Context: an optimization exercise on an open-source flow, tuned for small area. The choices shown serve that exercise and are no tape-out recipe. Function was checked by simulation only, so behaviour that the tests miss may differ from the original. Power figures rest on the tool's default switching activity, not on a simulated workload.

File: design/flow/design.v
module mtm_Alu_deserializer (
  input  wire        clk,
  input  wire        rst_n,
  input  wire        sin,
  output reg  [31:0] A,
  output reg  [2:0]  op,
  output wire        shift_b,
  output wire        load_c,
  output reg  [2:0]  kind
);
localparam IDLE = 2'd0;
localparam LOAD = 2'd1;
localparam DERR = 2'd2;
localparam STOP = 2'd3;
reg [1:0] state;
reg [3:0] q;       
reg [3:0] k;       
reg [3:0] crc;
reg       msb;
reg       echo;
wire payload = (state == LOAD) && (q >= 4'd2) && (q <= 4'd9);
wire ctlpkt  = (k == 4'd8);
assign shift_b = payload && (k[3:2] == 2'b01);
assign load_c  = (state == LOAD) && ctlpkt && (q == 4'd10);
wire d  = (ctlpkt && q == 4'd2) ? 1'b1 : sin;
wire fb = crc[3] ^ d;
always @(*) begin
  kind = 3'd0;
  if (state == DERR)
    kind = 3'd2;
  else if (state == STOP) begin
    if (crc != 4'd0)
      kind = 3'd3;
    else if (!msb)
      kind = (op[1] == 1'b0) ? 3'd1 : 3'd4;
    else if (echo)
      kind = op[2] ? 3'd2 : 3'd3;
  end
end
always @(posedge clk) begin
  if (!rst_n) begin
    state <= IDLE;
  end
  else begin
    case (state)
      IDLE: begin
        if (!sin) begin
          state <= LOAD;
          q <= 4'd1;
          k <= 4'd0;
          crc <= 4'd0;
        end
      end
      LOAD: begin
        if (q == 4'd0) begin
          if (!sin) q <= 4'd1;
        end
        else if (q == 4'd1) begin
          if (sin != ctlpkt) begin
            state <= DERR;
            q <= 4'd9;
          end
          else
            q <= 4'd2;
        end
        else if (q == 4'd10) begin
          if (!sin) begin
            state <= DERR;
            q <= 4'd0;
          end
          else if (ctlpkt) begin
            state <= STOP;
            q <= 4'd2;
          end
          else begin
            q <= 4'd0;
            k <= k + 4'd1;
          end
        end
        else begin
          q <= q + 4'd1;
          crc <= {crc[2], crc[1], crc[0] ^ fb, fb};
          if (k[3:2] == 2'b00)
            A <= {A[30:0], sin};
          if (ctlpkt) begin
            if (q == 4'd2) msb <= sin;
            if (q >= 4'd3 && q <= 4'd5) op <= {op[1:0], sin};
            if (q == 4'd6)
              echo <= msb && ((op == 3'b010 && crc == 4'b0101) ||
                              (op == 3'b100 && crc == 4'b1001));
          end
        end
      end
      default: begin
        if (q != 4'd0)
          q <= q - 4'd1;
        else
          state <= IDLE;
      end
    endcase
  end
end
endmodule
module mtm_Alu_core(
  input  wire        clk,
  input  wire        sin,
  input  wire [31:0] A,
  input  wire [2:0]  op,
  input  wire        shift_b,
  input  wire        load_c,
  input  wire        shift_c,
  output reg  [31:0] B,
  output reg         cr,
  output reg         of,
  output reg         zr,
  output reg         neg
);
wire        arith = op[2];
wire        sub   = op[0];
wire [32:0] sum   = {1'b0, A} + {1'b0, sub ? ~B : B} + {32'd0, sub};
wire [31:0] C     = arith ? sum[31:0] : (sub ? (A | B) : (A & B));
wire        bw    = sum[32] ^ sub;
always @(posedge clk) begin
  if (load_c) begin
    B   <= C;
    cr  <= arith && bw;
    of  <= arith && (A[31] == B[31]) && (sum[31] != A[31]);
    neg <= arith && (sub ? bw : sum[31]);
    zr  <= arith;
  end
  else begin
    if (shift_b || shift_c)
      B <= {B[30:0], sin};
    if (shift_c && B[31])
      zr <= 1'b0;
  end
end
endmodule
module mtm_Alu_serializer(
  input  wire       clk,
  input  wire       rst_n,
  input  wire [2:0] kind,
  input  wire       cbit,
  input  wire       cr,
  input  wire       of,
  input  wire       zr,
  input  wire       neg,
  output wire       shift_c,
  output reg        sout
);
reg       busy;
reg [3:0] sq;      
reg [2:0] sk;      
reg [2:0] code;
reg [2:0] crc;
reg       se;      
wire dbit = busy && (sq >= 4'd2) && (sq <= 4'd9);
assign shift_c = dbit && !sk[2];
reg [7:0] ctl;
always @(*) begin
  case (code)
    3'd2:    ctl = 8'b11001001;
    3'd3:    ctl = 8'b10100101;
    3'd4:    ctl = 8'b10010011;
    default: ctl = {1'b0, cr, of, zr, neg, crc[2], crc[2], crc[2]};
  endcase
end
reg bitv;
always @(*) begin
  if (!sk[2])
    bitv = cbit;
  else
    bitv = ctl[4'd9 - sq];
end
wire fb = crc[2] ^ bitv;
always @(posedge clk) begin
  if (!rst_n) begin
    busy <= 1'b0;
    se   <= 1'b1;
    sout <= 1'b1;
  end
  else begin
    sout <= se;
    if (!busy) begin
      se <= 1'b1;
      if (kind != 3'd0) begin
        busy <= 1'b1;
        sq   <= 4'd0;
        sk   <= (kind == 3'd1) ? 3'd0 : 3'd4;
        code <= kind;
        crc  <= 3'd0;
      end
    end
    else if (sq == 4'd0) begin
      se <= 1'b0;
      sq <= 4'd1;
    end
    else if (sq == 4'd1) begin
      se <= sk[2];
      sq <= 4'd2;
    end
    else if (sq == 4'd10) begin
      se <= 1'b1;
      if (sk[2])
        busy <= 1'b0;
      else begin
        sk <= sk + 3'd1;
        sq <= 4'd0;
      end
    end
    else begin
      se <= bitv;
      sq <= sq + 4'd1;
      if (sk != 3'd0 || sq != 4'd2)
        crc <= {crc[1], crc[0] ^ fb, fb};
    end
  end
end
endmodule
module mtm_Alu (
    input  wire clk,    
    input  wire rst_n,  
    input  wire sin,    
    output wire sout    
);
wire [31:0] A;
wire [31:0] B;
wire [2:0]  op;
wire        shift_b;
wire        load_c;
wire [2:0]  kind;
wire        shift_c;
wire        cr, of, zr, neg;
mtm_Alu_deserializer u_mtm_Alu_deserializer(
  .clk    (clk),
  .rst_n  (rst_n),
  .sin    (sin),
  .A      (A),
  .op     (op),
  .shift_b(shift_b),
  .load_c (load_c),
  .kind   (kind)
);
mtm_Alu_core u_mtm_Alu_core(
  .clk    (clk),
  .sin    (sin),
  .A      (A),
  .op     (op),
  .shift_b(shift_b),
  .load_c (load_c),
  .shift_c(shift_c),
  .B      (B),
  .cr     (cr),
  .of     (of),
  .zr     (zr),
  .neg    (neg)
);
mtm_Alu_serializer u_mtm_Alu_serializer(
  .clk    (clk),
  .rst_n  (rst_n),
  .kind   (kind),
  .cbit   (B[31]),
  .cr     (cr),
  .of     (of),
  .zr     (zr),
  .neg    (neg),
  .shift_c(shift_c),
  .sout   (sout)
);
endmodule
File: design/flow/run.sh
#!/bin/bash
# synth_recipe.tcl (not shown) runs the flow's synth.tcl, then flattens the netlist and writes it again
# the make line also repeats each setting of config.mk as NAME=value (left out here)
make -C /OpenROAD-flow-scripts/flow DESIGN_CONFIG=/design/flow/config.mk WORK_HOME=/design/flow/orfs CLKGATE_MAP_FILE= SYNTH_SCRIPT=/design/flow/synth_recipe.tcl finish
File: design/flow/config.mk
export PLATFORM = sky130hd
export DESIGN_NAME = mtm_Alu
export DESIGN_NICKNAME = mtm_Alu
export VERILOG_FILES = /design/flow/design.v
export SDC_FILE = /design/flow/constraint.sdc
export NUM_CORES = 4
export LEC_CHECK = 0
export CAP_MARGIN = 20
export CORE_MARGIN = 2
export CORE_UTILIZATION = 40
export PLACE_DENSITY = 0.6
export SLEW_MARGIN = 20
File: design/flow/constraint.sdc
create_clock -name core_clock -period 10.0 [get_ports {clk}]
set_input_delay 2.0000 -clock core_clock [delete_from_list [all_inputs] [get_ports {clk}]]
set_output_delay 2.0000 -clock core_clock [all_outputs]
set_load 0.01 [all_outputs]
==> metrics.csv, run 1 <==
metric,value,unit
top post-synthesis cells by count,"98 x edfxtp_1, 90 x a21oi_1, 82 x nand2_1",
syn_nets,889,
Post-synth ARST share,0,%
Relative slew margins,39.6,%
Top Layer Used,met4,
Synth top area share,37.9,%
"flops & latches, synth",103,
period utilisation layout,37.2,%
Fillers,1912,
"Cell Area, Placed",7990,um2
IO Count,4,
Hold Crit Class,flip-flop to flip-flop,
crit-path max cell delay,0.96,ns
HP Start,u_mtm_Alu_serializer.se,
CTS max path bufs,2,
non-filler instance count after layout,1083,
register area share after synthesis,39.2,%
slowest CP cell,or3_2,
largest net degree at the start of global routing,68,
share of cells above drive strength 1,5.35,%
Final Critical Period,3.72,ns
crit start category,flip-flop,
metal3 WL,365,um
nets,869,
vias per cell,5.48,
CP Max Fanout,51,
Area contributors post-synth,"edfxtp_1 38%, ha_1 7.6%, a21oi_1 5.8%",
Post-CTS Repair Setup Buffers,0,
area delta synth->final,6.47,%
Final Total Pwr,0.00143,W
"Reg clk slew, reported paths",0.07,ns
Most common cell on crit path,inv_1,
# port buffers,3,
WHS,0.416,ns
routability congestion estimate,0.840,
cell area after synthesis,7760,um2
Inserted Diodes,0,
final wirelength,16.8,mm
Crit Path Class,flip-flop to flip-flop,
first-pass GRT wire length,28.1,mm
reg2reg setup slack,6.28,ns
ys flop type,edfxtp_1,
initial drt markers,413,
Synth warnings,3,
Worst Path Required,10.11,ns
arrival time worst endpoint,3.83,ns
hold_buf cts,0,
syn_area_per_cell,9.26,um2
vias,5938,
initial antenna violation count,0,
DRC Markers,0,
CTS tree,yes,
Final Slew Violations,0,
Final Hold Viols,0,
Final ANT Viol Nets,0,
"Distinct cells, synth",81,
leak pwr,3.08,nW
vias in the first global route,5594,
Die Wd,143,um
core area,18900,um2
Power Density,173,nW/um2
GR Overflow Total,0,
unrepaired setup endpoints after global routing,no,
post-cts gate resize count,0,
Final Skew,0.00902,ns
Mapped Cells,838,
Post-DP HPWL,11.6,mm
peak supply drop,0.0000831,V
Post-synth EDFFs,98,
TritonCTS Buffers,9,
crit path from,u_mtm_Alu_deserializer.q[0],
Initial Util,41.1,%
most frequent cell after synthesis,edfxtp_1,
# setup viols final,0,
M1 WL,8.59,mm
num rows,50,
Clock Sinks,103,
wire per inst,15.5,um
Reg-to-Reg Start,u_mtm_Alu_deserializer.q[0],
CTS root buffer,clkbuf_16,
total iterations of the first detailed-routing run,5,
H-tree depth,3,
Critical Path End Type,flip-flop,
total negative slack,0,ns
Slew @ Worst Pin,0.906,ns
Met2 Wirelength,7.58,mm
"Clk Latency, worst-skew pair",0.36,ns
outcome,timing/DRC/antenna clean,
Inst Count DP,1067,
"final std cell area, no fill",8260,um2
crit-path cells,inv_1 > ha_1 > nand3b_1 > or3_2 > inv_1 > nand2_1 > nor2_1 > a21oi_1,
"area leader, netlist",edfxtp_1,
die height,143,um
Peak Freq,269,MHz
total die area,20500,um2
GRT Total Usage,17.1,%
Max-cap violations,0,
## metrics by stage
step                      util, %  setup WS [ns]
after global placement       42.3           6.03
after detailed placement     42.3           5.98
after floorplan                 -           5.28
after global routing         43.7           5.97
final                        43.7           6.28
after CTS                    43.7           6.28
## layout by cell type, fill, tap and decap left out, types with 15 or more instances in the layout
cell type and instances:
edfxtp_1 98, a21oi_1 90, nand2_1 82, nor2_1 68, o21ai_0 62, xor2_1 49, ha_1 47, inv_1 29
nor3_1 18, a21o_1 17, xnor2_1 15, and2_1 15, a31oi_1 15
## power breakdown
part	internal (W)	leakage (nW)	switching, W
logic	0.000195	2.02	0.000271
clock network	0.000169	0.128	0.000162
registers	0.000548	0.937	0.0000797
total	0.000913	3.08	0.000513
## final timing paths
check / endpoint / cells past startpoint
worst min-delay path: u_mtm_Alu_serializer.sout / 1
worst max register to register: u_mtm_Alu_core.B[27] / 8
worst max-delay path: u_mtm_Alu_core.B[27] / 8
worst min register to register: u_mtm_Alu_serializer.sout / 1
## flip-flops by register name (all words and copies together) (netlist names)
signal                        flops
u_mtm_Alu_deserializer.q          4
u_mtm_Alu_serializer.crc          3
u_mtm_Alu_serializer.sout         1
u_mtm_Alu_deserializer.msb        1
u_mtm_Alu_serializer.code         3
u_mtm_Alu_core.of                 1
u_mtm_Alu_deserializer.k          4
u_mtm_Alu_core.B                 32
u_mtm_Alu_core.cr                 1
u_mtm_Alu_deserializer.echo       1
u_mtm_Alu_deserializer.A         32
u_mtm_Alu_deserializer.crc        4
u_mtm_Alu_serializer.sq           4
u_mtm_Alu_core.neg                1
u_mtm_Alu_core.zr                 1
u_mtm_Alu_serializer.sk           3
u_mtm_Alu_deserializer.state      2
u_mtm_Alu_serializer.se           1
u_mtm_Alu_serializer.busy         1
u_mtm_Alu_deserializer.op         3
## critical path, delay by kind of cell (launching register included)
| family | cells | cell delay [ns] |
|---|---|---|
| AOI/OAI and AO/OA | 1 | 0.07 |
| adders and majority gates | 1 | 0.27 |
| buffers and inverters | 2 | 0.84 |
| DFF | 1 | 0.46 |
| and+or+nand+nor | 4 | 1.81 |
## routing by layer
metal | vias up | global-route usage (%)
li1 | 3048 | -
met4 | 0 | 5.88
met3 | 18 | 2.01
met1 | 2808 | 24.4
met2 | 64 | 27.1
met5 | - | 0
## area by class of cell
cell class	instances	area [um2]	share of cell area, %
Inverter	29	109	1.32
Timing Repair Buffer	9	75.1	0.909
Multi-Input combinational cell	666	4440	53.8
Tap cell	260	325	3.94
Clock inverter	5	33.8	0.409
Clock buffer	11	233	2.82
Sequential cell	103	3040	36.8
## kinds of logic after synthesis
group	after synthesis	synth area share, %
AOI/OAI and AO/OA	275	23.0
DFF	103	39.2
and+or+nand+nor	262	16.7
adders and majority gates	52	8.35
buffers and inverters	69	3.61
xor gates and xnor gates	65	7.51
muxes	12	1.63
==> inputs of run 2 (changes only) <==
--- a/design/flow/design.v
+++ b/design/flow/design.v
@@ -5,7 +5,8 @@
   output reg  [31:0] A,
   output reg  [2:0]  op,
   output wire        shift_b,
-  output wire        load_c,
+  output wire        alu_en,
+  output wire [1:0]  slice,
   output reg  [2:0]  kind
 );
 localparam IDLE = 2'd0;
@@ -21,7 +22,8 @@
 wire payload = (state == LOAD) && (q >= 4'd2) && (q <= 4'd9);
 wire ctlpkt  = (k == 4'd8);
 assign shift_b = payload && (k[3:2] == 2'b01);
-assign load_c  = (state == LOAD) && ctlpkt && (q == 4'd10);
+assign alu_en  = payload && ctlpkt && (q >= 4'd6);
+assign slice   = {~q[1], q[0]};
 wire d  = (ctlpkt && q == 4'd2) ? 1'b1 : sin;
 wire fb = crc[3] ^ d;
 always @(*) begin
@@ -107,7 +109,8 @@
   input  wire [31:0] A,
   input  wire [2:0]  op,
   input  wire        shift_b,
-  input  wire        load_c,
+  input  wire        alu_en,
+  input  wire [1:0]  slice,
   input  wire        shift_c,
   output reg  [31:0] B,
   output reg         cr,
@@ -115,18 +118,34 @@
   output reg         zr,
   output reg         neg
 );
-wire        arith = op[2];
-wire        sub   = op[0];
-wire [32:0] sum   = {1'b0, A} + {1'b0, sub ? ~B : B} + {32'd0, sub};
-wire [31:0] C     = arith ? sum[31:0] : (sub ? (A | B) : (A & B));
-wire        bw    = sum[32] ^ sub;
+wire       arith = op[2];
+wire       inv   = op[2] & op[0];
+wire [7:0] a     = A[8*slice +: 8];
+wire [7:0] b     = B[8*slice +: 8];
+wire       cin   = (slice == 2'd0) ? inv : cr;
+wire [8:0] c;
+wire [7:0] s;
+wire [7:0] r;
+assign c[0] = cin;
+genvar i;
+generate
+  for (i = 0; i < 8; i = i + 1) begin : g_bit
+    wire bx = b[i] ^ inv;
+    assign s[i]   = a[i] ^ bx ^ c[i];
+    assign c[i+1] = (a[i] & bx) | (c[i] & (a[i] ^ bx));
+    assign r[i]   = arith ? s[i] : (op[0] ? (a[i] | b[i]) : (a[i] & b[i]));
+  end
+endgenerate
+wire last = (slice == 2'd3);
 always @(posedge clk) begin
-  if (load_c) begin
-    B   <= C;
-    cr  <= arith && bw;
-    of  <= arith && (A[31] == B[31]) && (sum[31] != A[31]);
-    neg <= arith && (sub ? bw : sum[31]);
-    zr  <= arith;
+  if (alu_en) begin
+    B[8*slice +: 8] <= r;
+    cr <= last ? (arith & (c[8] ^ inv)) : c[8];
+    if (last) begin
+      of  <= arith && (a[7] == b[7]) && (s[7] != a[7]);
+      neg <= arith && (inv ? ~c[8] : s[7]);
+      zr  <= arith;
+    end
   end
   else begin
     if (shift_b || shift_c)
@@ -227,7 +246,8 @@
 wire [31:0] B;
 wire [2:0]  op;
 wire        shift_b;
-wire        load_c;
+wire        alu_en;
+wire [1:0]  slice;
 wire [2:0]  kind;
 wire        shift_c;
 wire        cr, of, zr, neg;
@@ -238,7 +258,8 @@
   .A      (A),
   .op     (op),
   .shift_b(shift_b),
-  .load_c (load_c),
+  .alu_en (alu_en),
+  .slice  (slice),
   .kind   (kind)
 );
 mtm_Alu_core u_mtm_Alu_core(
@@ -247,7 +268,8 @@
   .A      (A),
   .op     (op),
   .shift_b(shift_b),
-  .load_c (load_c),
+  .alu_en (alu_en),
+  .slice  (slice),
   .shift_c(shift_c),
   .B      (B),
   .cr     (cr),
==> run 2 against run 1 <==
Net effect: still clean on timing, DRC and antenna; via count decreased by 29%; register-to-register slack got worse by 1.9 ns; first-iteration DRC count decreased by 5.3%; worst setup slack got worse by 1.9 ns; sequential cell count unchanged; final cell count decreased by 32%; sequential power decreased by 3%; critical path depth increased by 8; routed wire length decreased by 23%; non-clock buffer count increased by 1.
==> metrics.csv, run 2 <==
metric,value,unit,change
register area share after synthesis,50.1,%,+11 points
crit start category,flip-flop,,
combinational share of power,42.9,%,+10 points
routability congestion estimate,0.874,,+4.0%
r2r endpoint,u_mtm_Alu_core.B[31],,
Die Wd,127,um,-11%
GRT Total Usage,16.7,%,-0.47 points
Post-synth EDFFs,98,,unchanged
initial drt markers,391,,-5.3%
"area leader, netlist",edfxtp_1,,
CTS max path bufs,2,,unchanged
total negative slack,0,ns,unchanged
Setup crit end,u_mtm_Alu_core.B[31],,
# port buffers,3,,unchanged
Synth warnings,3,,unchanged
post-cts gate resize count,0,,unchanged
Max-cap violations,0,,unchanged
"most common cell after layout, fill and taps aside",edfxtp_1,,
outcome,timing/DRC/antenna clean,,
"Clk Latency, worst-skew pair",0.36,ns,about the same
Critical Path End Type,flip-flop,,
IO Count,4,,unchanged
Post-synth ARST share,0,%,unchanged
top post-synthesis cells by count,"98 x edfxtp_1, 60 x nand2_1, 50 x a21oi_1",,
DRC Markers,0,,unchanged
die height,127,um,-11%
unrepaired setup endpoints after global routing,no,,
hold path cells,1,,unchanged
worst r2r path cells,16,,+8
leak pwr,2.31,nW,-25%
wire per inst,17.5,um,+13%
reg2reg setup slack,4.41,ns,-1.87 ns
adder-cell share of the synthesized area,5.91,%,-2.4 points
Inserted Diodes,0,,unchanged
arrival time worst endpoint,5.79,ns,+1.96 ns
Compound-Gate Fraction of Synth Area,15.3,%,-7.7 points
largest net degree at the start of global routing,69,,+1.5%
cell area after synthesis,6080,um2,-22%
vias per cell,5.70,,+3.9%
total die area,16200,um2,-21%
crit path from,u_mtm_Alu_deserializer.op[2],,
Slew @ Worst Pin,1.00,ns,+0.0974 ns
simple-gate area share of the yosys netlist,14.2,%,-2.5 points
final wirelength,12.9,mm,-23%
hold_buf cts,0,,unchanged
multiplexer share of the synthesized area,6.50,%,+4.9 points
Synth top area share,48.4,%,+10 points
"Distinct cells, synth",60,,-26%
Reg-to-Reg Start,u_mtm_Alu_deserializer.op[2],,
"Cell Area, Placed",6240,um2,-22%
"flops & latches, synth",103,,unchanged
WHS,0.435,ns,+0.0185 ns
CTS tree,yes,,
initial antenna violation count,0,,unchanged
xor/xnor share of the synthesized area,3.11,%,-4.4 points
Final Critical Period,5.59,ns,+1.87 ns
syn_area_per_cell,10.9,um2,+18%
core area,15000,um2,-20%
GR Overflow Total,0,,unchanged
"final std cell area, no fill",6510,um2,-21%
Relative slew margins,31.4,%,-8.2 points
H-tree depth,3,,unchanged
Post-DP HPWL,8.90,mm,-23%
num rows,45,,-10%
HP Start,u_mtm_Alu_serializer.se,,
peak supply drop,0.000147,V,+76%
Net Sw Frac,39.5,%,+3.5 points
Peak Freq,179,MHz,-33%
Final Hold Viols,0,,unchanged
first-pass GRT wire length,21.2,mm,-25%
Hold Crit Class,flip-flop to flip-flop,,
area delta synth->final,7.04,%,
Crit Path Class,flip-flop to flip-flop,,
Final Slew Violations,0,,unchanged
Power Density,251,nW/um2,+46%
# setup viols final,0,,unchanged
main combinational cell family by area after synthesis,compound AO/OA/AOI/OAI gates,,
Int Power,0.000990,W,+8.5%
Final Total Pwr,0.00164,W,+15%
vias,4215,,-29%
Initial Util,40.4,%,-0.63 points
CTS root buffer,clkbuf_16,,
total iterations of the first detailed-routing run,5,,unchanged
Clock Sinks,103,,unchanged
Final Skew,0.00891,ns,-0.000112 ns
Mapped Cells,557,,-34%
share of cells above drive strength 1,9.96,%,+4.6 points
highest-count cells in the layout ignoring fill and taps,"98 x edfxtp_1, 60 x nand2_1, 50 x a21oi_1",,
nets,573,,-34%
Worst Path Required,10.20,ns,+0.09 ns
"Reg clk slew, reported paths",0.07,ns,about the same
most frequent cell after synthesis,edfxtp_1,,
ys flop type,edfxtp_1,,
NetSw,0.000646,W,+26%
biggest regs,"u_mtm_Alu_core.B (32), u_mtm_Alu_deserializer.A (32)",,
CP Max Fanout,17,,-67%
syn_nets,583,,-34%
clock share of power,19.7,%,-3.6 points
Flop pwr share,37.3,%,-6.8 points
vias in the first global route,4017,,-28%
Post-CTS Repair Setup Buffers,0,,unchanged
TritonCTS Buffers,9,,unchanged
period utilisation layout,55.9,%,+19 points
Final ANT Viol Nets,0,,unchanged
Area contributors post-synth,"edfxtp_1 48%, mux4_2 5.9%, a21oi_1 4.1%",,
[run 2: changes by cell type after synthesis, sizes merged, moves of 17 or more]
cell / delta
a21oi: -44
xor2: -41
ha: -32
o21ai: -31
nor2: -26
nand2: -23
a21o: -17
[run 2: logic make-up (layout without fill, tap and decap cells)]
logic type,after synthesis,after routing
compound gates,147,147
simple gates,179,179
buf+inv,65,60
flops,103,103
fa+ha+maj,24,24
xor+xnor,20,20
mux,19,19
[run 2: power groups by stage]
| stage | clock (W) | combinational (W) | sequential [W] |
|---|---|---|---|
| 6_report | 0.000322 | 0.000703 | 0.000611 |
| 3_5_place_dp | 0 | 0.000695 | 0.000619 |
| 4_1_cts | 0.000331 | 0.000700 | 0.000610 |
| 2_1_floorplan | 0 | 0.000559 | 0.000587 |
| 5_1_grt | 0.000344 | 0.000777 | 0.000621 |
| 3_3_place_gp | 0 | 0.000675 | 0.000619 |
[run 2: final cells by class]
class | count | area [um2]
clock buffers | 9 | 225
clock inverters | 7 | 40.0
fillers | 1368 | 8530
inverters | 34 | 128
multi-input cells | 389 | 2750
flip-flops and latches | 103 | 3040
well taps | 188 | 235
repair buffers | 10 | 82.6
[run 2: worst max-delay path, cell delays in order, from the launching register on]
cell and delay (ns):
edfxtp_1 0.79, nand2_1 0.46, xnor2_1 0.27, fa_1 0.44, fa_1 0.39, fa_1 0.39
fa_1 0.40, fa_1 0.38, inv_1 0.08, fa_1 0.15, inv_1 0.05, fa_1 0.36
inv_1 0.09, fa_1 0.45, o21ai_0 0.44, a22oi_1 0.14, o21ai_0 0.16
[run 2: worst min-delay path by stage]
stage                                     end  slack, ns
CTS                 u_mtm_Alu_serializer.sout       0.43
global route        u_mtm_Alu_serializer.sout       0.45
detailed placement  u_mtm_Alu_serializer.sout       0.41
floorplan           u_mtm_Alu_serializer.sout       0.39
finish              u_mtm_Alu_serializer.sout       0.43
global placement    u_mtm_Alu_serializer.sout       0.41
[run 2: routing by layer]
layer | vias to the layer above | routed length, um | share of wire (%) | track usage (%)
met2 | 118 | 6030 | 47 | 25.3
met5 | - | 0 | 0 | 0
met3 | 15 | 596 | 4.6 | 2.30
li1 | 2020 | - | - | -
met4 | 0 | 208 | 1.6 | 6.85
met1 | 2062 | 6100 | 47 | 24.2
[run 2: per-stage QoR]
step,instances,setup WS (ns),util (%)
finish,740,4.41,43.3
global route,740,4.08,43.3
CTS,740,4.45,43.3
detailed placement,724,4.49,41.5
global placement,724,4.62,41.5
floorplan,557,4.00,-

## static timing again, ports no longer ideal
The results above use ideal ports. As a check the final layouts listed here were re-extracted and re-timed, cells and wires unchanged.
Step 1: set_driving_cell puts a clkbuf_16 on clk and a buf_2 on each other input, an assumption about the parent block.
Step 2, shift: input delay + t, output delay - t, t = (earliest + latest rising clock arrival at the registers) / 2. This alone moves slack from input paths to output paths.
a / b / c = ideal ports / drivers / drivers and shift; a / b = the first two.
run | t, ns | setup slack, ns | hold slack, ns | worst setup path at the end | pins driven straight from the clock port
run 1 | 0.392 | 6.281 / 6.281 / 5.911 | 0.416 / 0.416 / 0.416 | input to register | 1
run 2 | 0.390 | 4.409 / 4.409 / 4.409 | 0.435 / 0.435 / 0.435 | register to register | 1
After both steps setup and hold are still met in every run listed. The setup slack of run 1, which loses most, moves by 0.000 ns with the drivers and by -0.370 ns with both steps.
